From an optimization exercise on the open Yosys and OpenROAD flow, aimed at small area; shortcuts taken in it are not production practice. Power and IR drop assume default switching activity.

Setup of before:
Design jtag, start of the top module:
module jtag (
	input TCK,
	input TDI,
	output TDO,
	input TMS,
	input HREADY,
	input HRESP,
	input [31:0] HRDATA,
	output HWRITE,
	output [1:0] HTRANS,
	output [31:0] HWDATA,
	output [31:0] HADDR
);
  localparam [3:0] TEST_LOGIC_RESET = 4'h0,
    RUN_TEST_IDLE = 4'hf,
    SELECT_DR_SCAN = 4'he,
    CAPTURE_DR = 4'hd,
    SHIFT_DR = 4'hc,
    EXIT_1_DR = 4'hb,
    PAUSE_DR = 4'ha,
    EXIT_2_DR = 4'h9,
    UPDATE_DR = 4'h8,
    SELECT_IR_SCAN = 4'h7,
    CAPTURE_IR = 4'h6,
    SHIFT_IR = 4'h5,
    EXIT_1_IR = 4'h4,
    PAUSE_IR = 4'h3,
    EXIT_2_IR = 4'h2,
    UPDATE_IR = 4'h1;
  localparam [2:0] I_BYPASS = 3'b000, I_OTHER = 3'b001, I_IDCODE = 3'b010,
                   I_WDATA = 3'b011, I_ADDR = 3'b100, I_RDATA = 3'b101;
  reg [3:0] state;
  reg [2:0] ins;
  reg [31:0] sr;      
  reg [31:0] ar;      
  reg [31:0] rd;      
  reg bp;             
  reg act;            
  always @(posedge TCK)
    case (state)
      TEST_LOGIC_RESET: state <= TMS ? TEST_LOGIC_RESET : RUN_TEST_IDLE;
      RUN_TEST_IDLE:    state <= TMS ? SELECT_DR_SCAN : RUN_TEST_IDLE;
      SELECT_DR_SCAN:   state <= TMS ? SELECT_IR_SCAN : CAPTURE_DR;
      CAPTURE_DR:       state <= TMS ? EXIT_1_DR : SHIFT_DR;
      SHIFT_DR:         state <= TMS ? EXIT_1_DR : SHIFT_DR;
      EXIT_1_DR:        state <= TMS ? UPDATE_DR : PAUSE_DR;
      PAUSE_DR:         state <= TMS ? EXIT_2_DR : PAUSE_DR;
      EXIT_2_DR:        state <= TMS ? UPDATE_DR : SHIFT_DR;
      UPDATE_DR:        state <= TMS ? SELECT_DR_SCAN : RUN_TEST_IDLE;
      SELECT_IR_SCAN:   state <= TMS ? TEST_LOGIC_RESET : CAPTURE_IR;
      CAPTURE_IR:       state <= TMS ? EXIT_1_IR : SHIFT_IR;
      SHIFT_IR:         state <= TMS ? EXIT_1_IR : SHIFT_IR;
      EXIT_1_IR:        state <= TMS ? UPDATE_IR : PAUSE_IR;
      PAUSE_IR:         state <= TMS ? EXIT_2_IR : PAUSE_IR;
      EXIT_2_IR:        state <= TMS ? UPDATE_IR : SHIFT_IR;
      default:          state <= TMS ? SELECT_DR_SCAN : RUN_TEST_IDLE;  
    endcase
  wire tlr   = state == TEST_LOGIC_RESET;
  wire cap_dr = state == CAPTURE_DR;
  wire sh_dr = state == SHIFT_DR;
  ...
Size in the first run: ~310 cells after synthesis, ~110 I/O pins, about 0.0036 mm2 of cells after synthesis.
export LEC_CHECK = 0
export CAP_MARGIN = 20
export CORE_MARGIN = 2
export CORE_UTILIZATION = 60
export SLEW_MARGIN = 20
create_clock -name core_clock -period 10.0 [get_ports {TCK}]
standard.sh (not shown) runs the stock make flow with config.mk's settings and CLKGATE_MAP_FILE= SYNTH_SCRIPT=/design/flow/synth_recipe.tcl, a recipe that flattens the netlist after the stock synthesis.
==> flow/flow/run.sh <==
#!/bin/bash
# Own layout flow: the standard flow (standard.sh) with
#  - an area-oriented ABC script in synthesis (flow/my_synth.tcl, flow/area.abc),
#  - single-drive buffers on the ports,
#  - a clock tree of small clock buffers without dummy loads.
set -euo pipefail
here=$(pwd)
export MY_ABC_SCRIPT=$here/flow/area.abc
export BUFFER_PORTS_ARGS="-buffer_cell sky130_fd_sc_hd__buf_1"
export CTS_ARGS="-sink_clustering_enable -repair_clock_nets -dont_use_dummy_load -buf_list {sky130_fd_sc_hd__clkbuf_2 sky130_fd_sc_hd__clkbuf_4 sky130_fd_sc_hd__clkbuf_8}"
sed "s#SYNTH_SCRIPT=[^ ]*#SYNTH_SCRIPT=$here/flow/my_synth.tcl #" standard.sh > my_standard.sh
grep -q "my_synth.tcl" my_standard.sh
bash my_standard.sh > standard_flow.log 2>&1
==> flow/flow/area.abc <==
&get -n
&st
&dch -f
&nf -R 1000
&put
topo
==> flow/flow/my_synth.tcl <==
# The standard flow's synthesis script (synth_recipe.tcl), except that Yosys's abc pass
# runs the ABC script named by MY_ABC_SCRIPT (an area-oriented mapping)
# instead of ORFS's. Registers are mapped before abc, so they are unchanged.
proc synth {args} { yosys synth -nofsm -noshare {*}$args }
proc abc {args} {
  set i [lsearch -exact $args -script]
  if { $i >= 0 && [info exists ::env(MY_ABC_SCRIPT)] } {
    lset args [expr {$i + 1}] $::env(MY_ABC_SCRIPT)
  }
  yosys abc {*}$args
}
source $::env(SCRIPTS_DIR)/synth.tcl
# left out here: clear keep_hierarchy, flatten, clean up, hide names made inside functions, write 1_2_yosys.v
Here is what was changed in the inputs of after compared with before.
==> flow/flow/run.sh <==
#!/bin/bash
# Own layout flow: the standard flow, with single-drive port buffers and a
# clock tree of small clock buffers without dummy loads.
set -euo pipefail
export BUFFER_PORTS_ARGS="-buffer_cell sky130_fd_sc_hd__buf_1"
export CTS_ARGS="-sink_clustering_enable -repair_clock_nets -dont_use_dummy_load -buf_list {sky130_fd_sc_hd__clkbuf_2 sky130_fd_sc_hd__clkbuf_4 sky130_fd_sc_hd__clkbuf_8}"
bash standard.sh > standard_flow.log 2>&1
removed: flow/flow/area.abc
removed: flow/flow/my_synth.tcl
Notes after the runs:
Overall via count from detail_route, after vs before: up by a few percent
after closes out successfully: all stages finished, all timing, DRC and antenna checks passed.
Simple-gate portion of the synthesized area was lower in before than in after.
Between before and after, the worst hold slack is higher for before.
Summary of the comparison: routability congestion estimate is higher in after, relative to before.
after against before: insertion delay of the later-clocked pin in the worst-skew pair saw little to no change; proportion of synthesized area in mux cells saw an increase; total core area saw an increase.
Looking at final instance area, after sits 6.1% above before.
The share of power burned in the clock network in after sits 1.1 points above the value recorded for before.
Between before and after, non-clock buffer count is lower for before, after comes in above that.
No run of this note included a check of the RTL's function; only the layout flow was run.

static timing again, ports no longer ideal:
In the flow no input, the clock included, has a driving cell. The finished layouts below were timed again as built, in two steps. Step 1: set_driving_cell puts a clkbuf_16 on TCK and a buf_2 on each other input, an assumption about the parent block. Step 2, shift: input delay + t, output delay - t, t = (earliest + latest rising clock arrival at the registers) / 2. This alone moves slack from input paths to output paths. Slacks: ideal / step 1 / step 2; pairs: ideal / step 1.
run | t (ns) | setup WS [ns] | worst setup path after step 2 | latest minus earliest clock arrival (ns) | pins driven straight from the clock port
before | 0.371 | 6.626 / 6.600 / 6.933 | input to register | 0.031 / 0.031 | 1
after | 0.373 | 6.458 / 6.427 / 6.801 | register to output | 0.021 / 0.021 | 1
After both steps setup and hold are still met in every run listed.
